This is an optimization exercise on Yosys and OpenROAD, whose aim is small area, a short achievable clock period and few clock cycles per item, not a production implementation.
No functional check of the RTL was part of this run.
Power and IR drop assume default switching activity.

==> flow/design.v <==
module sse_acc (
	input  logic        clk,
	input  logic        rst,
	input  logic        ps1,
	input  logic [7:0]  pe1,
	input  logic [24:0] pu1,
	input  logic        v5,
	input  logic        l5,
	output logic        out_valid,
	output logic [31:0] Y
);
	localparam logic [31:0] NAN = 32'h7f800001;
	logic [31:0] acc;
	logic        v6, l6;
	logic        aZ;     
	logic        ps;
	logic [7:0]  pe;
	logic        pNaN, pInf;   
	logic [23:0] yp;
	logic [3:0]  shH;    
	logic [7:0]  shL;    
	logic        selP;
	logic        as;
	logic [7:0]  ae;
	logic [22:0] af;
	assign {as, ae, af} = acc;
	logic aNaN, aInf, pZ;
	assign aNaN = (&ae) & (|af);
	assign aInf = (&ae) & ~(|af);
	assign pZ = ~(|pe);
	logic normal;
	assign normal = ~aZ & ~aNaN & ~aInf & ~pNaN & ~pInf & ~pZ;
	logic [23:0] ya;
	logic [24:0] S, S1;
	logic        ovf;
	logic [7:0]  E, E1;
	logic [23:0] ma, yh;
	assign ma = {1'b1, af};
	always_comb begin
		for (int i = 0; i < 24; i++) begin
			yh[i] = (shH[0] & ma[i]) | (shH[1] & (i + 8 < 24 ? ma[(i + 8) % 24] : 1'b0))
				| (shH[2] & (i + 16 < 24 ? ma[(i + 16) % 24] : 1'b0));
			ya[i] = 0;
			for (int j = 0; j < 8; j++)
				if (i + j < 24) ya[i] = ya[i] | (shL[j] & yh[i + j]);
		end
	end
	sse_cadd #(.W(24), .L(5)) add (.a(ya), .b(yp), .s0(S), .s1(S1));
	assign ovf = S[24];
	assign E = selP ? pe : ae;
	assign E1 = E + 8'd1;
	logic [31:0] nres, pval, res;
	logic        selN, selA, selP2, selNaN;
	assign nres = ovf ? {as, E1, S1[23:1]} : {as, E, S[22:0]};
	assign pval = {ps, pe, aZ ? yp[22:0] : 23'd0};
	assign selN = v6 & normal;
	assign selNaN = v6 & (aZ ? pNaN : (aNaN | pNaN | (aInf & pInf & (as != ps))));
	assign selA = ~v6 | (~aZ & ~aNaN & ~pNaN & (aInf ? (~pInf | (as == ps)) : (~pInf & pZ)));
	assign selP2 = v6 & (aZ ? (~pNaN & ~pZ) : (~aNaN & ~pNaN & ~aInf & pInf));
	assign res = ({32{selN}} & nres) | ({32{selA}} & acc) | ({32{selP2}} & pval) | ({32{selNaN}} & NAN);
	logic [25:0] pinc;
	logic [22:0] f1n;
	logic [23:0] m1n;
	logic [7:0]  e1n;
	sse_inc #(.W(25), .L(5)) inc1 (.a(pu1), .s(pinc));
	assign f1n = pu1[24] ? pinc[23:1] : pu1[22:0];
	assign m1n = {1'b1, f1n};
	assign e1n = pe1;
	logic [23:0] yp0, yp1;
	logic [8:0]  dP0, dA0;
	logic [4:0]  shA0, shA1;
	logic        sel0, sel1, inc;
	logic       ebP;     
	logic [8:0] dPa, dPp, dAa, dAp;
	assign dPa = {1'b0, ae} - {1'b0, e1n};
	assign dPp = {1'b0, pe} - {1'b0, e1n};
	assign dAa = {1'b0, e1n} - {1'b0, ae};
	assign dAp = {1'b0, e1n} - {1'b0, pe};
	assign dP0 = ebP ? dPp : dPa;
	assign dA0 = ebP ? dAp : dAa;
	assign inc = v6 & ~aZ & ~pZ & ovf;
	assign sel0 = dP0[8];
	assign sel1 = sel0 & (dA0 != 9'd1);
	assign yp0 = sel0 ? m1n : (dP0[7:0] > 8'd23) ? 24'd0 : (m1n >> dP0[4:0]);
	assign yp1 = sel0 ? m1n : {1'b0, yp0[23:1]};
	assign shA0 = ~sel0 ? 5'd0 : (dA0[7:0] > 8'd23) ? 5'd24 : dA0[4:0];
	assign shA1 = ~sel1 ? 5'd0 : (dA0[7:0] > 8'd24) ? 5'd24 : (dA0[4:0] - 5'd1);
	logic azn;
	assign azn = v6 ? (l6 | (aZ & pZ)) : aZ;
	logic [23:0] ypc0, ypc1;
	logic [3:0]  shH0, shH1;
	logic [7:0]  shL0, shL1;
	assign ypc0 = azn ? m1n : yp0;
	assign ypc1 = azn ? m1n : yp1;
	assign shH0 = {1'b0, shA0[4:3] == 2'd2, shA0[4:3] == 2'd1, shA0[4:3] == 2'd0};
	assign shH1 = {1'b0, shA1[4:3] == 2'd2, shA1[4:3] == 2'd1, shA1[4:3] == 2'd0};
	always_comb
		for (int j = 0; j < 8; j++) begin
			shL0[j] = (shA0[2:0] == j);
			shL1[j] = (shA1[2:0] == j);
		end
	always_ff @(posedge clk) begin
		ps <= ps1;
		pe <= e1n;
		pNaN <= (&e1n) & (|f1n);
		pInf <= (&e1n) & ~(|f1n);
		l6 <= l5;
		acc <= res;
		selP <= inc ? sel1 : sel0;
		ebP <= v5 & (azn | (inc ? sel1 : sel0));
		shH <= inc ? shH1 : shH0;
		shL <= inc ? shL1 : shL0;
		yp <= inc ? ypc1 : ypc0;
		if (rst) begin
			v6 <= 0;
			aZ <= 1;
			out_valid <= 0;
		end
		else begin
			v6 <= v5;
			aZ <= azn;
			out_valid <= v6 & l6;
		end
	end
	assign Y = acc;
endmodule
module sse_cadd #(parameter int W = 24, parameter int L = 5) (
	input  logic [W-1:0] a,
	input  logic [W-1:0] b,
	output logic [W:0]   s0,
	output logic [W:0]   s1
);
	logic [W-1:0] g [0:L];
	logic [W-1:0] t [0:L];
	logic [W-1:0] h;
	assign g[0] = a & b;
	assign t[0] = a | b;
	assign h = a ^ b;
	genvar l, i;
	generate
		for (l = 0; l < L; l++) begin : g_lvl
			for (i = 0; i < W; i++) begin : g_bit
				if (i >= (1 << l)) begin : g_op
					assign g[l + 1][i] = g[l][i] | (t[l][i] & g[l][i - (1 << l)]);
					assign t[l + 1][i] = t[l][i] & t[l][i - (1 << l)];
				end
				else begin : g_pass
					assign g[l + 1][i] = g[l][i];
					assign t[l + 1][i] = t[l][i];
				end
			end
		end
	endgenerate
	assign s0 = {g[L][W-1], h ^ {g[L][W-2:0], 1'b0}};
	assign s1 = {g[L][W-1] | t[L][W-1], h ^ {g[L][W-2:0] | t[L][W-2:0], 1'b1}};
endmodule
module sse_add #(parameter int W = 24, parameter int L = 5) (
	input  logic [W-1:0] a,
	input  logic [W-1:0] b,
	input  logic         ci,
	output logic [W:0]   s
);
	logic [W:0] g [0:L];
	logic [W:0] p [0:L];
	assign g[0] = {a & b, ci};
	assign p[0] = {a ^ b, 1'b0};
	genvar l, i;
	generate
		for (l = 0; l < L; l++) begin : g_lvl
			for (i = 0; i <= W; i++) begin : g_bit
				if ((i >> l) & 1) begin : g_op
					assign g[l + 1][i] = g[l][i] | (p[l][i] & g[l][((i >> l) << l) - 1]);
					assign p[l + 1][i] = p[l][i] & p[l][((i >> l) << l) - 1];
				end
				else begin : g_pass
					assign g[l + 1][i] = g[l][i];
					assign p[l + 1][i] = p[l][i];
				end
			end
		end
	endgenerate
	assign s = {g[L][W], p[0][W:1] ^ g[L][W-1:0]};
endmodule
module sse_inc #(parameter int W = 24, parameter int L = 5) (
	input  logic [W-1:0] a,
	output logic [W:0]   s
);
	logic [W-1:0] p [0:L];
	assign p[0] = a;
	genvar l, i;
	generate
		for (l = 0; l < L; l++) begin : g_lvl
			for (i = 0; i < W; i++) begin : g_bit
				if ((i >> l) & 1) begin : g_op
					assign p[l + 1][i] = p[l][i] & p[l][((i >> l) << l) - 1];
				end
				else begin : g_pass
					assign p[l + 1][i] = p[l][i];
				end
			end
		end
	endgenerate
	assign s = {p[L][W-1], a ^ {p[L][W-2:0], 1'b1}};
endmodule
module sse_sq_tree (
	input  logic [22:0] f,
	output logic [47:0] q0,
	output logic [47:0] q1
);
	wire t1 = ~(~(f[0] & f[17]) ^ ~(f[1] & f[16]));
	wire t2 = ~(f[0] & f[17]) | ~(f[1] & f[16]);
	wire t3 = ~(~(f[0] & f[18]) ^ ~(f[1] & f[17]));
	wire t4 = ~(f[0] & f[18]) | ~(f[1] & f[17]);
	wire t5, t6;
	sse_fa ut5 (.a(~(f[0] & f[19])), .b(~(f[1] & f[18])), .c(~(f[2] & f[17])), .s(t5), .co(t6));
	wire t7 = ~(~(f[3] & f[16]) ^ ~(f[4] & f[15]));
	wire t8 = ~(f[3] & f[16]) | ~(f[4] & f[15]);
	wire t9, t10;
	sse_fa ut9 (.a(~(f[0] & f[20])), .b(~(f[1] & f[19])), .c(~(f[2] & f[18])), .s(t9), .co(t10));
	wire t11 = ~(~(f[3] & f[17]) ^ ~(f[4] & f[16]));
	wire t12 = ~(f[3] & f[17]) | ~(f[4] & f[16]);
	wire t13, t14;
	sse_fa ut13 (.a(~(f[0] & f[21])), .b(~(f[1] & f[20])), .c(~(f[2] & f[19])), .s(t13), .co(t14));
	wire t15, t16;
	sse_fa ut15 (.a(~(f[3] & f[18])), .b(~(f[4] & f[17])), .c(~(f[5] & f[16])), .s(t15), .co(t16));
	wire t17 = ~(~(f[6] & f[15]) ^ ~(f[7] & f[14]));
	wire t18 = ~(f[6] & f[15]) | ~(f[7] & f[14]);
	wire t19, t20;
	sse_fa ut19 (.a(~(f[0] & f[22])), .b(~(f[1] & f[21])), .c(~(f[2] & f[20])), .s(t19), .co(t20));
	wire t21, t22;
	sse_fa ut21 (.a(~(f[3] & f[19])), .b(~(f[4] & f[18])), .c(~(f[5] & f[17])), .s(t21), .co(t22));
	wire t23 = ~(~(f[6] & f[16]) ^ ~(f[7] & f[15]));
	wire t24 = ~(f[6] & f[16]) | ~(f[7] & f[15]);
	wire t25, t26;
	sse_fa ut25 (.a(~f[0]), .b(~(f[1] & f[22])), .c(~(f[2] & f[21])), .s(t25), .co(t26));
	wire t27, t28;
	sse_fa ut27 (.a(~(f[3] & f[20])), .b(~(f[4] & f[19])), .c(~(f[5] & f[18])), .s(t27), .co(t28));
	wire t29, t30;
	sse_fa ut29 (.a(~(f[6] & f[17])), .b(~(f[7] & f[16])), .c(~(f[8] & f[15])), .s(t29), .co(t30));
	wire t31 = ~(~(f[9] & f[14]) ^ ~(f[10] & f[13]));
	wire t32 = ~(f[9] & f[14]) | ~(f[10] & f[13]);
	wire t33, t34;
	sse_fa ut33 (.a(~f[1]), .b(~(f[2] & f[22])), .c(~(f[3] & f[21])), .s(t33), .co(t34));
	wire t35, t36;
	sse_fa ut35 (.a(~(f[4] & f[20])), .b(~(f[5] & f[19])), .c(~(f[6] & f[18])), .s(t35), .co(t36));
	wire t37, t38;
	sse_fa ut37 (.a(~(f[7] & f[17])), .b(~(f[8] & f[16])), .c(~(f[9] & f[15])), .s(t37), .co(t38));
	wire t39, t40;
	sse_fa ut39 (.a(~f[2]), .b(~(f[3] & f[22])), .c(~(f[4] & f[21])), .s(t39), .co(t40));
	wire t41, t42;
	sse_fa ut41 (.a(~(f[5] & f[20])), .b(~(f[6] & f[19])), .c(~(f[7] & f[18])), .s(t41), .co(t42));
	wire t43, t44;
	sse_fa ut43 (.a(~(f[8] & f[17])), .b(~(f[9] & f[16])), .c(~(f[10] & f[15])), .s(t43), .co(t44));
	wire t45, t46;
	sse_fa ut45 (.a(~f[3]), .b(~(f[4] & f[22])), .c(~(f[5] & f[21])), .s(t45), .co(t46));
	wire t47, t48;
	sse_fa ut47 (.a(~(f[6] & f[20])), .b(~(f[7] & f[19])), .c(~(f[8] & f[18])), .s(t47), .co(t48));
	wire t49, t50;
	sse_fa ut49 (.a(~f[4]), .b(~(f[5] & f[22])), .c(~(f[6] & f[21])), .s(t49), .co(t50));
	wire t51, t52;
	sse_fa ut51 (.a(~(f[7] & f[20])), .b(~(f[8] & f[19])), .c(~(f[9] & f[18])), .s(t51), .co(t52));
	wire t53, t54;
	sse_fa ut53 (.a(~f[5]), .b(~(f[6] & f[22])), .c(~(f[7] & f[21])), .s(t53), .co(t54));
	wire t55, t56;
	sse_fa ut55 (.a(~f[6]), .b(~(f[7] & f[22])), .c(~(f[8] & f[21])), .s(t55), .co(t56));
	wire t57 = ~(~(f[0] & f[11]) ^ ~(f[1] & f[10]));
	wire t58 = ~(f[0] & f[11]) | ~(f[1] & f[10]);
	wire t59 = ~(~(f[0] & f[12]) ^ ~(f[1] & f[11]));
	wire t60 = ~(f[0] & f[12]) | ~(f[1] & f[11]);
	wire t61, t62;
	sse_fa ut61 (.a(~(f[0] & f[13])), .b(~(f[1] & f[12])), .c(~(f[2] & f[11])), .s(t61), .co(t62));
	wire t63 = ~(~(f[3] & f[10]) ^ ~(f[4] & f[9]));
	wire t64 = ~(f[3] & f[10]) | ~(f[4] & f[9]);
	wire t65, t66;
	sse_fa ut65 (.a(~(f[0] & f[14])), .b(~(f[1] & f[13])), .c(~(f[2] & f[12])), .s(t65), .co(t66));
	wire t67 = ~(~(f[3] & f[11]) ^ ~(f[4] & f[10]));
	wire t68 = ~(f[3] & f[11]) | ~(f[4] & f[10]);
	wire t69, t70;
	sse_fa ut69 (.a(~(f[0] & f[15])), .b(~(f[1] & f[14])), .c(~(f[2] & f[13])), .s(t69), .co(t70));
	wire t71, t72;
	sse_fa ut71 (.a(~(f[3] & f[12])), .b(~(f[4] & f[11])), .c(~(f[5] & f[10])), .s(t71), .co(t72));
	wire t73 = ~(~(f[6] & f[9]) ^ ~(f[7] & f[8]));
	wire t74 = ~(f[6] & f[9]) | ~(f[7] & f[8]);
	wire t75, t76;
	sse_fa ut75 (.a(~(f[0] & f[16])), .b(~(f[1] & f[15])), .c(~(f[2] & f[14])), .s(t75), .co(t76));
	wire t77, t78;
	sse_fa ut77 (.a(~(f[3] & f[13])), .b(~(f[4] & f[12])), .c(~(f[5] & f[11])), .s(t77), .co(t78));
	wire t79 = ~(~(f[6] & f[10]) ^ ~(f[7] & f[9]));
	wire t80 = ~(f[6] & f[10]) | ~(f[7] & f[9]);
	wire t81, t82;
	sse_fa ut81 (.a(t1), .b(~(f[2] & f[15])), .c(~(f[3] & f[14])), .s(t81), .co(t82));
	wire t83, t84;
	sse_fa ut83 (.a(~(f[4] & f[13])), .b(~(f[5] & f[12])), .c(~(f[6] & f[11])), .s(t83), .co(t84));
	wire t85, t86;
	sse_fa ut85 (.a(~(f[7] & f[10])), .b(~(f[8] & f[9])), .c(~f[9]), .s(t85), .co(t86));
	wire t87, t88;
	sse_fa ut87 (.a(t2), .b(t3), .c(~(f[2] & f[16])), .s(t87), .co(t88));
	wire t89, t90;
	sse_fa ut89 (.a(~(f[3] & f[15])), .b(~(f[4] & f[14])), .c(~(f[5] & f[13])), .s(t89), .co(t90));
	wire t91, t92;
	sse_fa ut91 (.a(~(f[6] & f[12])), .b(~(f[7] & f[11])), .c(~(f[8] & f[10])), .s(t91), .co(t92));
	wire t93, t94;
	sse_fa ut93 (.a(t4), .b(t5), .c(t7), .s(t93), .co(t94));
	wire t95, t96;
	sse_fa ut95 (.a(~(f[5] & f[14])), .b(~(f[6] & f[13])), .c(~(f[7] & f[12])), .s(t95), .co(t96));
	wire t97, t98;
	sse_fa ut97 (.a(~(f[8] & f[11])), .b(~(f[9] & f[10])), .c(~f[10]), .s(t97), .co(t98));
	wire t99, t100;
	sse_fa ut99 (.a(t6), .b(t8), .c(t9), .s(t99), .co(t100));
	wire t101, t102;
	sse_fa ut101 (.a(t11), .b(~(f[5] & f[15])), .c(~(f[6] & f[14])), .s(t101), .co(t102));
	wire t103, t104;
	sse_fa ut103 (.a(~(f[7] & f[13])), .b(~(f[8] & f[12])), .c(~(f[9] & f[11])), .s(t103), .co(t104));
	wire t105, t106;
	sse_fa ut105 (.a(t10), .b(t12), .c(t13), .s(t105), .co(t106));
	wire t107, t108;
	sse_fa ut107 (.a(t15), .b(t17), .c(~(f[8] & f[13])), .s(t107), .co(t108));
	wire t109, t110;
	sse_fa ut109 (.a(~(f[9] & f[12])), .b(~(f[10] & f[11])), .c(~f[11]), .s(t109), .co(t110));
	wire t111, t112;
	sse_fa ut111 (.a(t14), .b(t16), .c(t18), .s(t111), .co(t112));
	wire t113, t114;
	sse_fa ut113 (.a(t19), .b(t21), .c(t23), .s(t113), .co(t114));
	wire t115, t116;
	sse_fa ut115 (.a(~(f[8] & f[14])), .b(~(f[9] & f[13])), .c(~(f[10] & f[12])), .s(t115), .co(t116));
	wire t117, t118;
	sse_fa ut117 (.a(t20), .b(t22), .c(t24), .s(t117), .co(t118));
	wire t119, t120;
	sse_fa ut119 (.a(t25), .b(t27), .c(t29), .s(t119), .co(t120));
	wire t121, t122;
	sse_fa ut121 (.a(t31), .b(~(f[11] & f[12])), .c(~f[12]), .s(t121), .co(t122));
	wire t123, t124;
	sse_fa ut123 (.a(t26), .b(t28), .c(t30), .s(t123), .co(t124));
	wire t125, t126;
	sse_fa ut125 (.a(t32), .b(t33), .c(t35), .s(t125), .co(t126));
	wire t127, t128;
	sse_fa ut127 (.a(t37), .b(~(f[10] & f[14])), .c(~(f[11] & f[13])), .s(t127), .co(t128));
	wire t129, t130;
	sse_fa ut129 (.a(t34), .b(t36), .c(t38), .s(t129), .co(t130));
	wire t131, t132;
	sse_fa ut131 (.a(t39), .b(t41), .c(t43), .s(t131), .co(t132));
	wire t133, t134;
	sse_fa ut133 (.a(~(f[11] & f[14])), .b(~(f[12] & f[13])), .c(~f[13]), .s(t133), .co(t134));
	wire t135, t136;
	sse_fa ut135 (.a(t40), .b(t42), .c(t44), .s(t135), .co(t136));
	wire t137, t138;
	sse_fa ut137 (.a(t45), .b(t47), .c(~(f[9] & f[17])), .s(t137), .co(t138));
	wire t139, t140;
	sse_fa ut139 (.a(~(f[10] & f[16])), .b(~(f[11] & f[15])), .c(~(f[12] & f[14])), .s(t139), .co(t140));
	wire t141, t142;
	sse_fa ut141 (.a(t46), .b(t48), .c(t49), .s(t141), .co(t142));
	wire t143, t144;
	sse_fa ut143 (.a(t51), .b(~(f[10] & f[17])), .c(~(f[11] & f[16])), .s(t143), .co(t144));
	wire t145, t146;
	sse_fa ut145 (.a(~(f[12] & f[15])), .b(~(f[13] & f[14])), .c(~f[14]), .s(t145), .co(t146));
	wire t147, t148;
	sse_fa ut147 (.a(t50), .b(t52), .c(t53), .s(t147), .co(t148));
	wire t149, t150;
	sse_fa ut149 (.a(~(f[8] & f[20])), .b(~(f[9] & f[19])), .c(~(f[10] & f[18])), .s(t149), .co(t150));
	wire t151, t152;
	sse_fa ut151 (.a(~(f[11] & f[17])), .b(~(f[12] & f[16])), .c(~(f[13] & f[15])), .s(t151), .co(t152));
	wire t153, t154;
	sse_fa ut153 (.a(t54), .b(t55), .c(~(f[9] & f[20])), .s(t153), .co(t154));
	wire t155, t156;
	sse_fa ut155 (.a(~(f[10] & f[19])), .b(~(f[11] & f[18])), .c(~(f[12] & f[17])), .s(t155), .co(t156));
	wire t157, t158;
	sse_fa ut157 (.a(~(f[13] & f[16])), .b(~(f[14] & f[15])), .c(~f[15]), .s(t157), .co(t158));
	wire t159, t160;
	sse_fa ut159 (.a(t56), .b(~f[7]), .c(~(f[8] & f[22])), .s(t159), .co(t160));
	wire t161, t162;
	sse_fa ut161 (.a(~(f[9] & f[21])), .b(~(f[10] & f[20])), .c(~(f[11] & f[19])), .s(t161), .co(t162));
	wire t163, t164;
	sse_fa ut163 (.a(~(f[12] & f[18])), .b(~(f[13] & f[17])), .c(~(f[14] & f[16])), .s(t163), .co(t164));
	wire t165, t166;
	sse_fa ut165 (.a(~f[8]), .b(~(f[9] & f[22])), .c(~(f[10] & f[21])), .s(t165), .co(t166));
	wire t167, t168;
	sse_fa ut167 (.a(~(f[11] & f[20])), .b(~(f[12] & f[19])), .c(~(f[13] & f[18])), .s(t167), .co(t168));
	wire t169, t170;
	sse_fa ut169 (.a(~(f[14] & f[17])), .b(~(f[15] & f[16])), .c(~f[16]), .s(t169), .co(t170));
	wire t171, t172;
	sse_fa ut171 (.a(~f[9]), .b(~(f[10] & f[22])), .c(~(f[11] & f[21])), .s(t171), .co(t172));
	wire t173, t174;
	sse_fa ut173 (.a(~(f[12] & f[20])), .b(~(f[13] & f[19])), .c(~(f[14] & f[18])), .s(t173), .co(t174));
	wire t175, t176;
	sse_fa ut175 (.a(~f[10]), .b(~(f[11] & f[22])), .c(~(f[12] & f[21])), .s(t175), .co(t176));
	wire t177, t178;
	sse_fa ut177 (.a(~(f[13] & f[20])), .b(~(f[14] & f[19])), .c(~(f[15] & f[18])), .s(t177), .co(t178));
	wire t179, t180;
	sse_fa ut179 (.a(~f[11]), .b(~(f[12] & f[22])), .c(~(f[13] & f[21])), .s(t179), .co(t180));
	wire t181, t182;
	sse_fa ut181 (.a(~f[12]), .b(~(f[13] & f[22])), .c(~(f[14] & f[21])), .s(t181), .co(t182));
	wire t183 = ~(~(f[0] & f[7]) ^ ~(f[1] & f[6]));
	wire t184 = ~(f[0] & f[7]) | ~(f[1] & f[6]);
	wire t185 = ~(~(f[0] & f[8]) ^ ~(f[1] & f[7]));
	wire t186 = ~(f[0] & f[8]) | ~(f[1] & f[7]);
	wire t187, t188;
	sse_fa ut187 (.a(~(f[0] & f[9])), .b(~(f[1] & f[8])), .c(~(f[2] & f[7])), .s(t187), .co(t188));
	wire t189 = ~(~(f[3] & f[6]) ^ ~(f[4] & f[5]));
	wire t190 = ~(f[3] & f[6]) | ~(f[4] & f[5]);
	wire t191, t192;
	sse_fa ut191 (.a(~(f[0] & f[10])), .b(~(f[1] & f[9])), .c(~(f[2] & f[8])), .s(t191), .co(t192));
	wire t193 = ~(~(f[3] & f[7]) ^ ~(f[4] & f[6]));
	wire t194 = ~(f[3] & f[7]) | ~(f[4] & f[6]);
	wire t195, t196;
	sse_fa ut195 (.a(t57), .b(~(f[2] & f[9])), .c(~(f[3] & f[8])), .s(t195), .co(t196));
	wire t197, t198;
	sse_fa ut197 (.a(~(f[4] & f[7])), .b(~(f[5] & f[6])), .c(~f[6]), .s(t197), .co(t198));
	wire t199, t200;
	sse_fa ut199 (.a(t58), .b(t59), .c(~(f[2] & f[10])), .s(t199), .co(t200));
	wire t201, t202;
	sse_fa ut201 (.a(~(f[3] & f[9])), .b(~(f[4] & f[8])), .c(~(f[5] & f[7])), .s(t201), .co(t202));
	wire t203, t204;
	sse_fa ut203 (.a(t60), .b(t61), .c(t63), .s(t203), .co(t204));
	wire t205, t206;
	sse_fa ut205 (.a(~(f[5] & f[8])), .b(~(f[6] & f[7])), .c(~f[7]), .s(t205), .co(t206));
	wire t207, t208;
	sse_fa ut207 (.a(t62), .b(t64), .c(t65), .s(t207), .co(t208));
	wire t209, t210;
	sse_fa ut209 (.a(t67), .b(~(f[5] & f[9])), .c(~(f[6] & f[8])), .s(t209), .co(t210));
	wire t211, t212;
	sse_fa ut211 (.a(t66), .b(t68), .c(t69), .s(t211), .co(t212));
	wire t213, t214;
	sse_fa ut213 (.a(t71), .b(t73), .c(~f[8]), .s(t213), .co(t214));
	wire t215, t216;
	sse_fa ut215 (.a(t70), .b(t72), .c(t74), .s(t215), .co(t216));
	wire t217, t218;
	sse_fa ut217 (.a(t75), .b(t77), .c(t79), .s(t217), .co(t218));
	wire t219, t220;
	sse_fa ut219 (.a(t76), .b(t78), .c(t80), .s(t219), .co(t220));
	wire t221, t222;
	sse_fa ut221 (.a(t81), .b(t83), .c(t85), .s(t221), .co(t222));
	wire t223, t224;
	sse_fa ut223 (.a(t82), .b(t84), .c(t86), .s(t223), .co(t224));
	wire t225, t226;
	sse_fa ut225 (.a(t87), .b(t89), .c(t91), .s(t225), .co(t226));
	wire t227, t228;
	sse_fa ut227 (.a(t88), .b(t90), .c(t92), .s(t227), .co(t228));
	wire t229, t230;
	sse_fa ut229 (.a(t93), .b(t95), .c(t97), .s(t229), .co(t230));
	wire t231, t232;
	sse_fa ut231 (.a(t94), .b(t96), .c(t98), .s(t231), .co(t232));
	wire t233, t234;
	sse_fa ut233 (.a(t99), .b(t101), .c(t103), .s(t233), .co(t234));
	wire t235, t236;
	sse_fa ut235 (.a(t100), .b(t102), .c(t104), .s(t235), .co(t236));
	wire t237, t238;
	sse_fa ut237 (.a(t105), .b(t107), .c(t109), .s(t237), .co(t238));
	wire t239, t240;
	sse_fa ut239 (.a(t106), .b(t108), .c(t110), .s(t239), .co(t240));
	wire t241, t242;
	sse_fa ut241 (.a(t111), .b(t113), .c(t115), .s(t241), .co(t242));
	wire t243, t244;
	sse_fa ut243 (.a(t112), .b(t114), .c(t116), .s(t243), .co(t244));
	wire t245, t246;
	sse_fa ut245 (.a(t117), .b(t119), .c(t121), .s(t245), .co(t246));
	wire t247, t248;
	sse_fa ut247 (.a(t118), .b(t120), .c(t122), .s(t247), .co(t248));
	wire t249, t250;
	sse_fa ut249 (.a(t123), .b(t125), .c(t127), .s(t249), .co(t250));
	wire t251, t252;
	sse_fa ut251 (.a(t124), .b(t126), .c(t128), .s(t251), .co(t252));
	wire t253, t254;
	sse_fa ut253 (.a(t129), .b(t131), .c(t133), .s(t253), .co(t254));
	wire t255, t256;
	sse_fa ut255 (.a(t130), .b(t132), .c(t134), .s(t255), .co(t256));
	wire t257, t258;
	sse_fa ut257 (.a(t135), .b(t137), .c(t139), .s(t257), .co(t258));
	wire t259, t260;
	sse_fa ut259 (.a(t136), .b(t138), .c(t140), .s(t259), .co(t260));
	wire t261, t262;
	sse_fa ut261 (.a(t141), .b(t143), .c(t145), .s(t261), .co(t262));
	wire t263, t264;
	sse_fa ut263 (.a(t142), .b(t144), .c(t146), .s(t263), .co(t264));
	wire t265, t266;
	sse_fa ut265 (.a(t147), .b(t149), .c(t151), .s(t265), .co(t266));
	wire t267, t268;
	sse_fa ut267 (.a(t148), .b(t150), .c(t152), .s(t267), .co(t268));
	wire t269, t270;
	sse_fa ut269 (.a(t153), .b(t155), .c(t157), .s(t269), .co(t270));
	wire t271, t272;
	sse_fa ut271 (.a(t154), .b(t156), .c(t158), .s(t271), .co(t272));
	wire t273, t274;
	sse_fa ut273 (.a(t159), .b(t161), .c(t163), .s(t273), .co(t274));
	wire t275, t276;
	sse_fa ut275 (.a(t160), .b(t162), .c(t164), .s(t275), .co(t276));
	wire t277, t278;
	sse_fa ut277 (.a(t165), .b(t167), .c(t169), .s(t277), .co(t278));
	wire t279, t280;
	sse_fa ut279 (.a(t166), .b(t168), .c(t170), .s(t279), .co(t280));
	wire t281, t282;
	sse_fa ut281 (.a(t171), .b(t173), .c(~(f[15] & f[17])), .s(t281), .co(t282));
	wire t283, t284;
	sse_fa ut283 (.a(t172), .b(t174), .c(t175), .s(t283), .co(t284));
	wire t285, t286;
	sse_fa ut285 (.a(t177), .b(~(f[16] & f[17])), .c(~f[17]), .s(t285), .co(t286));
	wire t287, t288;
	sse_fa ut287 (.a(t176), .b(t178), .c(t179), .s(t287), .co(t288));
	wire t289, t290;
	sse_fa ut289 (.a(~(f[14] & f[20])), .b(~(f[15] & f[19])), .c(~(f[16] & f[18])), .s(t289), .co(t290));
	wire t291, t292;
	sse_fa ut291 (.a(t180), .b(t181), .c(~(f[15] & f[20])), .s(t291), .co(t292));
	wire t293, t294;
	sse_fa ut293 (.a(~(f[16] & f[19])), .b(~(f[17] & f[18])), .c(~f[18]), .s(t293), .co(t294));
	wire t295, t296;
	sse_fa ut295 (.a(t182), .b(~f[13]), .c(~(f[14] & f[22])), .s(t295), .co(t296));
	wire t297, t298;
	sse_fa ut297 (.a(~(f[15] & f[21])), .b(~(f[16] & f[20])), .c(~(f[17] & f[19])), .s(t297), .co(t298));
	wire t299, t300;
	sse_fa ut299 (.a(~f[14]), .b(~(f[15] & f[22])), .c(~(f[16] & f[21])), .s(t299), .co(t300));
	wire t301, t302;
	sse_fa ut301 (.a(~(f[17] & f[20])), .b(~(f[18] & f[19])), .c(~f[19]), .s(t301), .co(t302));
	wire t303, t304;
	sse_fa ut303 (.a(~f[15]), .b(~(f[16] & f[22])), .c(~(f[17] & f[21])), .s(t303), .co(t304));
	wire t305, t306;
	sse_fa ut305 (.a(~f[16]), .b(~(f[17] & f[22])), .c(~(f[18] & f[21])), .s(t305), .co(t306));
	wire t307 = ~(~(f[0] & f[5]) ^ ~(f[1] & f[4]));
	wire t308 = ~(f[0] & f[5]) | ~(f[1] & f[4]);
	wire t309 = ~(~(f[0] & f[6]) ^ ~(f[1] & f[5]));
	wire t310 = ~(f[0] & f[6]) | ~(f[1] & f[5]);
	wire t311, t312;
	sse_fa ut311 (.a(t183), .b(~(f[2] & f[5])), .c(~(f[3] & f[4])), .s(t311), .co(t312));
	wire t313, t314;
	sse_fa ut313 (.a(t184), .b(t185), .c(~(f[2] & f[6])), .s(t313), .co(t314));
	wire t315, t316;
	sse_fa ut315 (.a(t186), .b(t187), .c(t189), .s(t315), .co(t316));
	wire t317, t318;
	sse_fa ut317 (.a(t188), .b(t190), .c(t191), .s(t317), .co(t318));
	wire t319, t320;
	sse_fa ut319 (.a(t192), .b(t194), .c(t195), .s(t319), .co(t320));
	wire t321, t322;
	sse_fa ut321 (.a(t196), .b(t198), .c(t199), .s(t321), .co(t322));
	wire t323, t324;
	sse_fa ut323 (.a(t200), .b(t202), .c(t203), .s(t323), .co(t324));
	wire t325, t326;
	sse_fa ut325 (.a(t204), .b(t206), .c(t207), .s(t325), .co(t326));
	wire t327, t328;
	sse_fa ut327 (.a(t208), .b(t210), .c(t211), .s(t327), .co(t328));
	wire t329, t330;
	sse_fa ut329 (.a(t212), .b(t214), .c(t215), .s(t329), .co(t330));
	wire t331, t332;
	sse_fa ut331 (.a(t216), .b(t218), .c(t219), .s(t331), .co(t332));
	wire t333, t334;
	sse_fa ut333 (.a(t220), .b(t222), .c(t223), .s(t333), .co(t334));
	wire t335, t336;
	sse_fa ut335 (.a(t224), .b(t226), .c(t227), .s(t335), .co(t336));
	wire t337, t338;
	sse_fa ut337 (.a(t228), .b(t230), .c(t231), .s(t337), .co(t338));
	wire t339, t340;
	sse_fa ut339 (.a(t232), .b(t234), .c(t235), .s(t339), .co(t340));
	wire t341, t342;
	sse_fa ut341 (.a(t236), .b(t238), .c(t239), .s(t341), .co(t342));
	wire t343, t344;
	sse_fa ut343 (.a(t240), .b(t242), .c(t243), .s(t343), .co(t344));
	wire t345, t346;
	sse_fa ut345 (.a(t244), .b(t246), .c(t247), .s(t345), .co(t346));
	wire t347, t348;
	sse_fa ut347 (.a(t248), .b(t250), .c(t251), .s(t347), .co(t348));
	wire t349, t350;
	sse_fa ut349 (.a(t252), .b(t254), .c(t255), .s(t349), .co(t350));
	wire t351, t352;
	sse_fa ut351 (.a(t256), .b(t258), .c(t259), .s(t351), .co(t352));
	wire t353, t354;
	sse_fa ut353 (.a(t260), .b(t262), .c(t263), .s(t353), .co(t354));
	wire t355, t356;
	sse_fa ut355 (.a(t264), .b(t266), .c(t267), .s(t355), .co(t356));
	wire t357, t358;
	sse_fa ut357 (.a(t268), .b(t270), .c(t271), .s(t357), .co(t358));
	wire t359, t360;
	sse_fa ut359 (.a(t272), .b(t274), .c(t275), .s(t359), .co(t360));
	wire t361, t362;
	sse_fa ut361 (.a(t276), .b(t278), .c(t279), .s(t361), .co(t362));
	wire t363, t364;
	sse_fa ut363 (.a(t280), .b(t282), .c(t283), .s(t363), .co(t364));
	wire t365, t366;
	sse_fa ut365 (.a(t284), .b(t286), .c(t287), .s(t365), .co(t366));
	wire t367, t368;
	sse_fa ut367 (.a(t288), .b(t290), .c(t291), .s(t367), .co(t368));
	wire t369, t370;
	sse_fa ut369 (.a(t292), .b(t294), .c(t295), .s(t369), .co(t370));
	wire t371, t372;
	sse_fa ut371 (.a(t296), .b(t298), .c(t299), .s(t371), .co(t372));
	wire t373, t374;
	sse_fa ut373 (.a(t300), .b(t302), .c(t303), .s(t373), .co(t374));
	wire t375, t376;
	sse_fa ut375 (.a(t304), .b(t305), .c(~(f[19] & f[20])), .s(t375), .co(t376));
	wire t377, t378;
	sse_fa ut377 (.a(t306), .b(~f[17]), .c(~(f[18] & f[22])), .s(t377), .co(t378));
	wire t379, t380;
	sse_fa ut379 (.a(~f[18]), .b(~(f[19] & f[22])), .c(~(f[20] & f[21])), .s(t379), .co(t380));
	wire t381 = ~(~(f[0] & f[3]) ^ ~(f[1] & f[2]));
	wire t382 = ~(f[0] & f[3]) | ~(f[1] & f[2]);
	wire t383 = ~(~(f[0] & f[4]) ^ ~(f[1] & f[3]));
	wire t384 = ~(f[0] & f[4]) | ~(f[1] & f[3]);
	wire t385, t386;
	sse_fa ut385 (.a(t307), .b(~(f[2] & f[3])), .c(~f[3]), .s(t385), .co(t386));
	wire t387, t388;
	sse_fa ut387 (.a(t308), .b(t309), .c(~(f[2] & f[4])), .s(t387), .co(t388));
	wire t389, t390;
	sse_fa ut389 (.a(t310), .b(t311), .c(~f[4]), .s(t389), .co(t390));
	wire t391, t392;
	sse_fa ut391 (.a(t312), .b(t313), .c(~(f[3] & f[5])), .s(t391), .co(t392));
	wire t393, t394;
	sse_fa ut393 (.a(t314), .b(t315), .c(~f[5]), .s(t393), .co(t394));
	wire t395, t396;
	sse_fa ut395 (.a(t316), .b(t317), .c(t193), .s(t395), .co(t396));
	wire t397, t398;
	sse_fa ut397 (.a(t318), .b(t319), .c(t197), .s(t397), .co(t398));
	wire t399, t400;
	sse_fa ut399 (.a(t320), .b(t321), .c(t201), .s(t399), .co(t400));
	wire t401, t402;
	sse_fa ut401 (.a(t322), .b(t323), .c(t205), .s(t401), .co(t402));
	wire t403, t404;
	sse_fa ut403 (.a(t324), .b(t325), .c(t209), .s(t403), .co(t404));
	wire t405, t406;
	sse_fa ut405 (.a(t326), .b(t327), .c(t213), .s(t405), .co(t406));
	wire t407, t408;
	sse_fa ut407 (.a(t328), .b(t329), .c(t217), .s(t407), .co(t408));
	wire t409, t410;
	sse_fa ut409 (.a(t330), .b(t331), .c(t221), .s(t409), .co(t410));
	wire t411, t412;
	sse_fa ut411 (.a(t332), .b(t333), .c(t225), .s(t411), .co(t412));
	wire t413, t414;
	sse_fa ut413 (.a(t334), .b(t335), .c(t229), .s(t413), .co(t414));
	wire t415, t416;
	sse_fa ut415 (.a(t336), .b(t337), .c(t233), .s(t415), .co(t416));
	wire t417, t418;
	sse_fa ut417 (.a(t338), .b(t339), .c(t237), .s(t417), .co(t418));
	wire t419, t420;
	sse_fa ut419 (.a(t340), .b(t341), .c(t241), .s(t419), .co(t420));
	wire t421, t422;
	sse_fa ut421 (.a(t342), .b(t343), .c(t245), .s(t421), .co(t422));
	wire t423, t424;
	sse_fa ut423 (.a(t344), .b(t345), .c(t249), .s(t423), .co(t424));
	wire t425, t426;
	sse_fa ut425 (.a(t346), .b(t347), .c(t253), .s(t425), .co(t426));
	wire t427, t428;
	sse_fa ut427 (.a(t348), .b(t349), .c(t257), .s(t427), .co(t428));
	wire t429, t430;
	sse_fa ut429 (.a(t350), .b(t351), .c(t261), .s(t429), .co(t430));
	wire t431, t432;
	sse_fa ut431 (.a(t352), .b(t353), .c(t265), .s(t431), .co(t432));
	wire t433, t434;
	sse_fa ut433 (.a(t354), .b(t355), .c(t269), .s(t433), .co(t434));
	wire t435, t436;
	sse_fa ut435 (.a(t356), .b(t357), .c(t273), .s(t435), .co(t436));
	wire t437, t438;
	sse_fa ut437 (.a(t358), .b(t359), .c(t277), .s(t437), .co(t438));
	wire t439, t440;
	sse_fa ut439 (.a(t360), .b(t361), .c(t281), .s(t439), .co(t440));
	wire t441, t442;
	sse_fa ut441 (.a(t362), .b(t363), .c(t285), .s(t441), .co(t442));
	wire t443, t444;
	sse_fa ut443 (.a(t364), .b(t365), .c(t289), .s(t443), .co(t444));
	wire t445, t446;
	sse_fa ut445 (.a(t366), .b(t367), .c(t293), .s(t445), .co(t446));
	wire t447, t448;
	sse_fa ut447 (.a(t368), .b(t369), .c(t297), .s(t447), .co(t448));
	wire t449, t450;
	sse_fa ut449 (.a(t370), .b(t371), .c(t301), .s(t449), .co(t450));
	wire t451, t452;
	sse_fa ut451 (.a(t372), .b(t373), .c(~(f[18] & f[20])), .s(t451), .co(t452));
	wire t453, t454;
	sse_fa ut453 (.a(t374), .b(t375), .c(~f[20]), .s(t453), .co(t454));
	wire t455, t456;
	sse_fa ut455 (.a(t376), .b(t377), .c(~(f[19] & f[21])), .s(t455), .co(t456));
	wire t457, t458;
	sse_fa ut457 (.a(t378), .b(t379), .c(~f[21]), .s(t457), .co(t458));
	wire t459, t460;
	sse_fa ut459 (.a(t380), .b(~f[19]), .c(~(f[20] & f[22])), .s(t459), .co(t460));
	wire t461, t462;
	sse_fa ut461 (.a(~f[20]), .b(~(f[21] & f[22])), .c(~f[22]), .s(t461), .co(t462));
	assign q0[0] = ~f[0];
	assign q1[0] = 1'b1;
	assign q0[1] = 1'b1;
	assign q1[1] = 1'b1;
	assign q0[2] = ~(f[0] & f[1]);
	assign q1[2] = ~f[1];
	assign q0[3] = ~(f[0] & f[2]);
	assign q1[3] = 1'b1;
	assign q0[4] = t381;
	assign q1[4] = ~f[2];
	assign q0[5] = t382;
	assign q1[5] = t383;
	assign q0[6] = t384;
	assign q1[6] = t385;
	assign q0[7] = t386;
	assign q1[7] = t387;
	assign q0[8] = t388;
	assign q1[8] = t389;
	assign q0[9] = t390;
	assign q1[9] = t391;
	assign q0[10] = t392;
	assign q1[10] = t393;
	assign q0[11] = t394;
	assign q1[11] = t395;
	assign q0[12] = t396;
	assign q1[12] = t397;
	assign q0[13] = t398;
	assign q1[13] = t399;
	assign q0[14] = t400;
	assign q1[14] = t401;
	assign q0[15] = t402;
	assign q1[15] = t403;
	assign q0[16] = t404;
	assign q1[16] = t405;
	assign q0[17] = t406;
	assign q1[17] = t407;
	assign q0[18] = t408;
	assign q1[18] = t409;
	assign q0[19] = t410;
	assign q1[19] = t411;
	assign q0[20] = t412;
	assign q1[20] = t413;
	assign q0[21] = t414;
	assign q1[21] = t415;
	assign q0[22] = t416;
	assign q1[22] = t417;
	assign q0[23] = t418;
	assign q1[23] = t419;
	assign q0[24] = t420;
	assign q1[24] = t421;
	assign q0[25] = t422;
	assign q1[25] = t423;
	assign q0[26] = t424;
	assign q1[26] = t425;
	assign q0[27] = t426;
	assign q1[27] = t427;
	assign q0[28] = t428;
	assign q1[28] = t429;
	assign q0[29] = t430;
	assign q1[29] = t431;
	assign q0[30] = t432;
	assign q1[30] = t433;
	assign q0[31] = t434;
	assign q1[31] = t435;
	assign q0[32] = t436;
	assign q1[32] = t437;
	assign q0[33] = t438;
	assign q1[33] = t439;
	assign q0[34] = t440;
	assign q1[34] = t441;
	assign q0[35] = t442;
	assign q1[35] = t443;
	assign q0[36] = t444;
	assign q1[36] = t445;
	assign q0[37] = t446;
	assign q1[37] = t447;
	assign q0[38] = t448;
	assign q1[38] = t449;
	assign q0[39] = t450;
	assign q1[39] = t451;
	assign q0[40] = t452;
	assign q1[40] = t453;
	assign q0[41] = t454;
	assign q1[41] = t455;
	assign q0[42] = t456;
	assign q1[42] = t457;
	assign q0[43] = t458;
	assign q1[43] = t459;
	assign q0[44] = t460;
	assign q1[44] = t461;
	assign q0[45] = t462;
	assign q1[45] = ~f[21];
	assign q0[46] = 1'b0;
	assign q1[46] = ~f[22];
	assign q0[47] = 1'b1;
	assign q1[47] = 1'b1;
endmodule
module sse_sq_sum (
	input  logic [47:0] q0,
	input  logic [47:0] q1,
	output logic [47:0] P
);
	logic [48:0] s;
	sse_add #(.W(48), .L(6)) add (.a(q0), .b(q1), .ci(1'b1), .s(s));
	assign P = ~s[47:0];
endmodule
module sse_fa (
	input  logic a, b, c,
	output logic s, co
);
	assign s = a ^ b ^ c;
	assign co = (a & b) | (a & c) | (b & c);
endmodule
module SSE (
	input  logic        clk,
	input  logic        rst,
	input  logic        in_valid,
	input  logic        in_last,
	input  logic [31:0] A,
	input  logic [31:0] B,
	output logic        in_ready,
	output logic        out_valid,
	output logic [31:0] Y
);
	localparam logic [31:0] NAN = 32'h7f800001;
	logic v0, v2, v3, v4, v5;
	logic l0, l2, l3, l4, l5;
	always_ff @(posedge clk) begin
		if (rst) begin
			in_ready <= 0;
			{v0, v2, v3, v4, v5} <= 0;
		end
		else begin
			in_ready <= 1;
			v0 <= in_valid & in_ready;
			{v2, v3, v4, v5} <= {v0, v2, v3, v4};
		end
		{l0, l2, l3, l4, l5} <= {in_last, l0, l2, l3, l4};
	end
	logic        sA, sB;
	logic [7:0]  eA, eB;
	logic [22:0] fA, fB;
	assign {sA, eA, fA} = A;
	assign {sB, eB, fB} = B;
	logic nanA, nanB, infA, infB, zA, zB;
	assign nanA = (&eA) & (|fA);
	assign nanB = (&eB) & (|fB);
	assign infA = (&eA) & ~(|fA);
	assign infB = (&eB) & ~(|fB);
	assign zA = ~(|eA);
	assign zB = ~(|eB);
	logic        spec;
	logic [31:0] sval;
	always_comb begin
		spec = 1;
		if (nanA | nanB) sval = NAN;
		else if (infA & infB) sval = (sA == sB) ? A : NAN;
		else if (infA) sval = A;
		else if (infB) sval = B;
		else if (zA & zB) sval = 0;
		else if (zA) sval = {~sB, B[30:0]};
		else if (zB) sval = A;
		else begin
			spec = 0;
			sval = A;
		end
	end
	logic [8:0]  dAB;
	logic [7:0]  dBA;
	logic        aLess, eEq, fLess, swp, neg;
	assign dAB = {1'b0, eA} - {1'b0, eB};
	assign dBA = eB - eA;
	assign aLess = dAB[8];
	assign eEq = (eA == eB);
	assign fLess = fA < fB;
	assign swp = aLess | (eEq & fLess);
	assign neg = eEq & fLess & (sA == sB);
	logic [22:0] x0, y0;
	logic [4:0]  k0;
	logic [7:0]  e0;
	logic        s0, sub0, neg0;
	always_ff @(posedge clk) begin
		y0 <= aLess ? fA : fB;
		if (spec) begin
			x0 <= sval[22:0];
			k0 <= 5'd24;
			e0 <= sval[30:23];
			s0 <= sval[31];
			sub0 <= 0;
			neg0 <= 0;
		end
		else begin
			x0 <= aLess ? fB : fA;
			k0 <= aLess ? ((dBA > 8'd23) ? 5'd24 : dBA[4:0]) : ((dAB[7:0] > 8'd23) ? 5'd24 : dAB[4:0]);
			e0 <= aLess ? eB : eA;
			s0 <= (sA == sB) ? (swp ^ sA) : sA;
			sub0 <= (sA == sB);
			neg0 <= neg;
		end
	end
	logic [23:0] y1;
	assign y1 = {1'b1, y0} >> k0;
	logic [24:0] sum2;
	sse_add #(.W(24), .L(5)) add1 (.a({1'b1, x0}), .b(sub0 ? ~y1 : y1), .ci(sub0 & ~neg0), .s(sum2));
	logic [24:0] r2;
	logic [7:0]  e2;
	logic        s2, sub2, neg2;
	always_ff @(posedge clk) begin
		r2 <= {sum2[24] & ~sub0, sum2[23:0]};
		e2 <= e0;
		s2 <= s0;
		sub2 <= sub0;
		neg2 <= neg0;
	end
	logic [24:0] inc3;
	logic [25:0] inc3x;
	assign inc3 = inc3x[24:0];
	sse_inc #(.W(25), .L(5)) inc1 (.a(r2), .s(inc3x));
	logic [31:0] zx;
	logic [7:0]  nz1;
	logic [15:0] nc1;
	logic [3:0]  nz2;
	logic [11:0] nc2;
	logic [1:0]  nz3;
	logic [7:0]  nc3;
	logic [4:0]  lz;
	logic [23:0] rr;     
	assign rr = r2[23:0] ^ {24{neg2}};
	assign zx = {rr, 8'hff};
	genvar gi;
	generate
		for (gi = 0; gi < 8; gi++) begin : g_l1
			logic [3:0] q;
			assign q = zx[4 * gi +: 4];
			assign nz1[gi] = |q;
			assign nc1[2 * gi +: 2] = q[3] ? 2'd0 : q[2] ? 2'd1 : q[1] ? 2'd2 : 2'd3;
		end
		for (gi = 0; gi < 4; gi++) begin : g_l2
			assign nz2[gi] = nz1[2 * gi + 1] | nz1[2 * gi];
			assign nc2[3 * gi +: 3] = nz1[2 * gi + 1] ? {1'b0, nc1[4 * gi + 2 +: 2]} : {1'b1, nc1[4 * gi +: 2]};
		end
		for (gi = 0; gi < 2; gi++) begin : g_l3
			assign nz3[gi] = nz2[2 * gi + 1] | nz2[2 * gi];
			assign nc3[4 * gi +: 4] = nz2[2 * gi + 1] ? {1'b0, nc2[6 * gi + 3 +: 3]} : {1'b1, nc2[6 * gi +: 3]};
		end
	endgenerate
	assign lz = nz3[1] ? {1'b0, nc3[7:4]} : {1'b1, nc3[3:0]};
	logic [23:0] n1;
	assign n1 = rr << lz;
	logic        s3;
	logic [7:0]  e3;
	logic [4:0]  lz3;
	logic [22:0] f3;
	always_ff @(posedge clk) begin
		if (sub2) begin
			if (rr == 0) begin
				s3 <= 0;
				e3 <= 0;
				lz3 <= 0;
			end
			else begin
				s3 <= s2;
				e3 <= e2;
				lz3 <= lz;
			end
			f3 <= n1[22:0];
		end
		else begin
			s3 <= s2;
			e3 <= r2[24] ? e2 + 8'd1 : e2;
			lz3 <= 0;
			f3 <= r2[24] ? inc3[23:1] : r2[22:0];
		end
	end
	logic        sd;
	logic [7:0]  ed;
	logic [22:0] fd;
	assign sd = s3;
	assign ed = e3 - {3'd0, lz3};
	assign fd = f3;
	logic [9:0] ex4;
	assign ex4 = {1'b0, ed, 1'b0} - 10'd127;
	logic [47:0] q0, q1;
	sse_sq_tree sq (.f(fd), .q0(q0), .q1(q1));
	logic spec4, ssp4, esp4, nsp4;
	always_comb begin
		spec4 = 1;
		ssp4 = 0;
		esp4 = 1;
		nsp4 = 0;
		if ((&ed) & (|fd)) nsp4 = 1;
		else if (&ed) ssp4 = sd;
		else if (~(|ed)) esp4 = 0;
		else if (~ex4[9] & (ex4[8:0] > 9'd254)) ;
		else if (ex4[9] | (ex4 == 0)) esp4 = 0;
		else spec4 = 0;
	end
	logic [47:0] r40, r41;
	logic [7:0]  e4;
	logic        spec5i, ssp5i, esp5i, nsp5i;
	always_ff @(posedge clk) begin
		r40 <= q0;
		r41 <= q1;
		e4 <= ex4[7:0];
		spec5i <= spec4;
		ssp5i <= ssp4;
		esp5i <= esp4;
		nsp5i <= nsp4;
	end
	logic [47:0] P;
	logic [24:0] U;
	sse_sq_sum sqs (.q0(r40), .q1(r41), .P(P));
	assign U = P[47:23];
	logic        ps5;
	logic [7:0]  pe5;
	logic [24:0] pu5;
	always_comb begin
		if (spec5i) begin
			ps5 = ssp5i;
			pe5 = {8{esp5i}};
			pu5 = {24'd0, nsp5i};
		end
		else begin
			ps5 = 0;
			pe5 = U[24] ? e4 + 8'd1 : e4;
			pu5 = U;
		end
	end
	logic        ps1;
	logic [7:0]  pe1;
	logic [24:0] pu1;
	always_ff @(posedge clk) begin
		ps1 <= ps5;
		pe1 <= pe5;
		pu1 <= pu5;
	end
	sse_acc acc (
		.clk(clk), .rst(rst),
		.ps1(ps1), .pe1(pe1), .pu1(pu1), .v5(v5), .l5(l5),
		.out_valid(out_valid), .Y(Y)
	);
endmodule
==> flow/flow/run.sh <==
#!/bin/bash
set -euo pipefail
bash standard.sh SETUP_SLACK_MARGIN=6.0 "BUFFER_PORTS_ARGS=-buffer_cell sky130_fd_sc_hd__buf_1" finish > standard.log 2>&1
==> flow/standard.sh <==
#!/bin/bash
# synth_recipe.tcl (not shown) runs the flow's synth.tcl, then flattens the netlist and writes it again
# the make line also repeats each setting of config.mk as NAME=value (left out here)
make -C /OpenROAD-flow-scripts/flow DESIGN_CONFIG=/design/flow/config.mk WORK_HOME=/design/flow/orfs CLKGATE_MAP_FILE= SYNTH_SCRIPT=/design/flow/synth_recipe.tcl "${@:-finish}"
==> flow/config.mk <==
export PLATFORM = sky130hd
export DESIGN_NAME = SSE
export DESIGN_NICKNAME = SSE
export VERILOG_FILES = /design/flow/design.v
export SDC_FILE = /design/flow/constraint.sdc
export NUM_CORES = 4
export LEC_CHECK = 0
export CAP_MARGIN = 20
export CORE_MARGIN = 2
export CORE_UTILIZATION = 40
export CTS_CLUSTER_DIAMETER = 100
export CTS_CLUSTER_SIZE = 30
export PLACE_DENSITY = 0.6
export SETUP_SLACK_MARGIN = 5
export SLEW_MARGIN = 20
export SYNTH_HIERARCHICAL = 1
export SYNTH_MINIMUM_KEEP_SIZE = 0
==> flow/constraint.sdc <==
create_clock -name core_clock -period 10.0 [get_ports {clk}]
set_input_delay 2.0000 -clock core_clock [delete_from_list [all_inputs] [get_ports {clk}]]
set_output_delay 2.0000 -clock core_clock [all_outputs]
set_load 0.01 [all_outputs]
==> run notes <==
[per-layer routing]
metal	global-route usage (%)	vias to the layer above
met3	2.368	196
met1	29.07	13460
met4	7.504	0
met2	36.33	988
met5	0	-
li1	-	13250
[cell usage in the layout (no fill, tap or decap), drive strengths merged, types with 34 or more instances in the layout]
| cell type | n |
|---|---|
| mux4 | 34 |
| xor2 | 88 |
| nand3 | 87 |
| buf | 203 |
| nand2 | 458 |
| a22oi | 50 |
| nor2 | 242 |
| and2 | 61 |
| nand4 | 63 |
| inv | 292 |
| fa | 222 |
| nor2b | 58 |
| o22ai | 48 |
| xnor2 | 114 |
| a21o | 42 |
| mux2i | 145 |
| o21ai | 148 |
| ha | 215 |
| dfxtp | 371 |
| nor4 | 49 |
| a21oi | 193 |
| nor3 | 63 |
[through the flow]
stage	utilization, %	std cells	total power [mW]
finish	43.76	4877	13.02
global route	43.76	4877	14.40
CTS	42.73	4837	13.07
detailed placement	40.90	4772	11.81
global placement	40.90	4772	11.70
floorplan	-	3835	11.66
[sequential cells by signal, indices dropped and copies added, names as in the netlist, 23 cells and up]
register / cells
acc.acc: 32
acc.yp: 24
f3: 23
pu1: 25
r2: 25
r40: 48
r41: 48
x0: 23
y0: 23
[power by group through the flow]
| stage | logic [mW] | registers (mW) | clock network (mW) |
|---|---|---|---|
| after floorplan | 9.18 | 2.48 | 0 |
| after global placement | 8.97 | 2.73 | 0 |
| after detailed placement | 9.07 | 2.73 | 0 |
| after CTS | 9.22 | 2.70 | 1.15 |
| after global routing | 10.4 | 2.77 | 1.20 |
| final | 9.20 | 2.71 | 1.11 |
[layout make-up]
| cell class | count | area [sq um] | area share (%) |
|---|---|---|---|
| flip-flops and latches | 371 | 7493 | 20.56 |
| repair buffers | 209 | 1455 | 3.993 |
| repair inverters | 1 | 7.507 | 0.02060 |
| multi-input cells | 2889 | 24210 | 66.42 |
| inverters | 285 | 1095 | 3.004 |
| well taps | 1080 | 1351 | 3.708 |
| clock inverters | 18 | 255.2 | 0.7004 |
| clock buffers | 24 | 579.3 | 1.590 |
[worst max-delay path, stage by stage, from the launching register on]
cell	delay (ns)
dfxtp_1	0.57
a222oi_1	0.15
nor2b_1	0.16
a21oi_2	0.04
nand4_1	0.14
ha_2	0.20
inv_2	0.05
fa_2	0.39
o21bai_4	0.19
a211oi_4	0.09
o21ai_4	0.18
nand2_2	0.11
o21ai_4	0.19
buf_12	0.15
or3b_4	0.39
buf_12	0.14
a41o_4	0.25
nor2_4	0.17
a32oi_2	0.16
nor3b_2	0.22
[final timing paths]
| check | end | slack (ns) | depth (start not counted) |
|---|---|---|---|
| max reg2reg | acc.shL[1] | 5.96 | 19 |
| max | acc.shL[1] | 5.96 | 19 |
| min | l5 | 0.33 | 0 |
| min reg2reg | l5 | 0.33 | 0 |
[what timing repair did]
| item | 4_1_cts | 5_1_grt |
|---|---|---|
| setup buffers | 18 | 39 |
| endpoints found under the setup margin | 141 | 111 |
| pin swaps | 14 | 53 |
| resized for setup | 112 | 130 |
| gates cloned | 5 | 1 |
==> metrics.md <==
| Metric | Value |
|---|---|
| Status | `timing/DRC/antenna clean` |
| Post-Syn Area | `around 33000 sq um` |
| Pre-CTS setup slack | `between 4 and 5 ns` |
| ANT nets after route | `0` |
| Final setup vio count | `0` |
| Slew HR | `29.30%` |
| Clock share of power | `around 8.6%` |
| Final hold violations | `0` |
| DR DRC count | `0` |
| # hold bufs at CTS | `0` |
| CTS buffer count | `23` |
| # fillers | `about 8300` |
| CTS root buffer | `clkbuf_16` |
| Htree depth | `1` |
| Max Clock Skew | `between 0.03 and 0.04 ns` |
| Slew Viols, Final | `0` |
| Area grow syn2layout | `8.849%` |
| Critical Path RT | `about 11 ns` |
| PwrDens | `around 360 nW/um^2` |
| Yosys warnings | `19` |
| M1 WL | `41.18 mm` |
| Top routing layer used | `met4` |
| WL/cell | `roughly 20 um` |
| DR iter-0 viols | `about 2300` |
| Routed wl met2 | `roughly 45 mm` |
| Largest net degree at the start of global routing | `between 40 and 50` |
| DP Wirelength | `just over 70 mm` |
| Die H | `~290 um` |
| FP Rows | `between 100 and 150` |
| Fin Setup TNS | `0 ns` |
| Final setup margin | `~6.0 ns` |
| Clock latency (worst-skew pair) | `~0.60 ns` |
| Min-delay src | `l4` |
| Internal | `6.611 mW` |
| Worst vdd ir | `roughly 370 uV` |
| CP endpoint kind | `flop` |
| RSZ-0062 raised after global routing | `yes` |
| Clock Tree Buf Depth | `3` |
| Pleak | `14.27 nW` |
| Initial DRT Pass Iterations | `6` |
| Die area | `between 80000 and 90000 sq um` |
| CTS tree | `done` |
| Least-Margin Pin Slew | `~1.1 ns` |
| Fin crit period | `between 4 and 5 ns` |
| Number of max-cap violations | `0` |
| Worst-path clk slew | `about 0.11 ns` |
| Combinational Power Share | `a little over two thirds` |
| Vias | `27890` |
| Switching share of power | `around 49%` |
| Final net count | `~4300` |
| Worst Path Class, Setup | `reg2reg` |
| Initial core utilization | `40.20%` |
| CORE AREA | `between 80000 and 90000 sq um` |
| GPL Wtd Cong | `between 0.9 and 1` |
| CTS Sinks | `around 370` |
| First-pass GRT wire length | `151.7 mm` |
| Hold slack | `approximately 0.33 ns` |
| Sequential power share | `20.8%` |
| Hold Crit Class | `reg2reg` |
| IO Count | `a little over 100` |
| Number of global-route vias before repair | `roughly 27000` |
| Psw | `roughly 6.4 mW` |
| Critical Path Start | `acc.acc[8]` |
| Initial antenna violation count | `0` |
| Overall global routing resource usage | `between 20% and 30%` |
| Finished Cell Area | `36440 sq um` |
| Final wirelength | `95.37 mm` |
| Congestion Overflow GR | `0` |
| Die Wd | `between 200 and 300 um` |
| Mapped Cells | `around 3800` |
| Ant diodes | `0` |
| Dpl cell area | `34070 sq um` |
| Data arrival time of the critical path | `between 4 and 5 ns` |
| Worst r2r src | `acc.acc[8]` |
| Fraction of layout cells with a size suffix above 1 | `12.48%` |
| Metal3 WL | `5.607 mm` |
| Max Fclk | `about 250 MHz` |
| CP startpoint kind | `flop` |
| Syn_area_per_cell | `8.742 sq um` |
| I/O Buffers | `101` |
| Vias/cell | `approximately 5.7` |
| Worst-path fanout max | `5` |
| Final Cycle Share | `between 40% and 50%` |

==> what the ideal ports hide <==
No port has a modelled driver above. Below, the same layout with a new extraction and two added sets of constraints.
Step 1 assumes that a clkbuf_16 drives the clock port and a buf_2 every other input.
Step 2 adds t to the input delays and takes it off the output delays; t is the mean of the earliest and latest rising clock arrival at the registers after step 1. Input paths then give back, and output paths get back, about the clock's delay inside the block.
Slacks: no drivers / after step 1 / after step 2; pairs: no drivers / after step 1.
t, ns: 0.655
setup slack, ns: 5.965 / 5.965 / 5.429
worst slew at a driven data input, ns: 0.06
After both steps this run still meets setup and hold. The setup slack of this run moves by 0.000 ns with the drivers and by -0.536 ns with both steps.
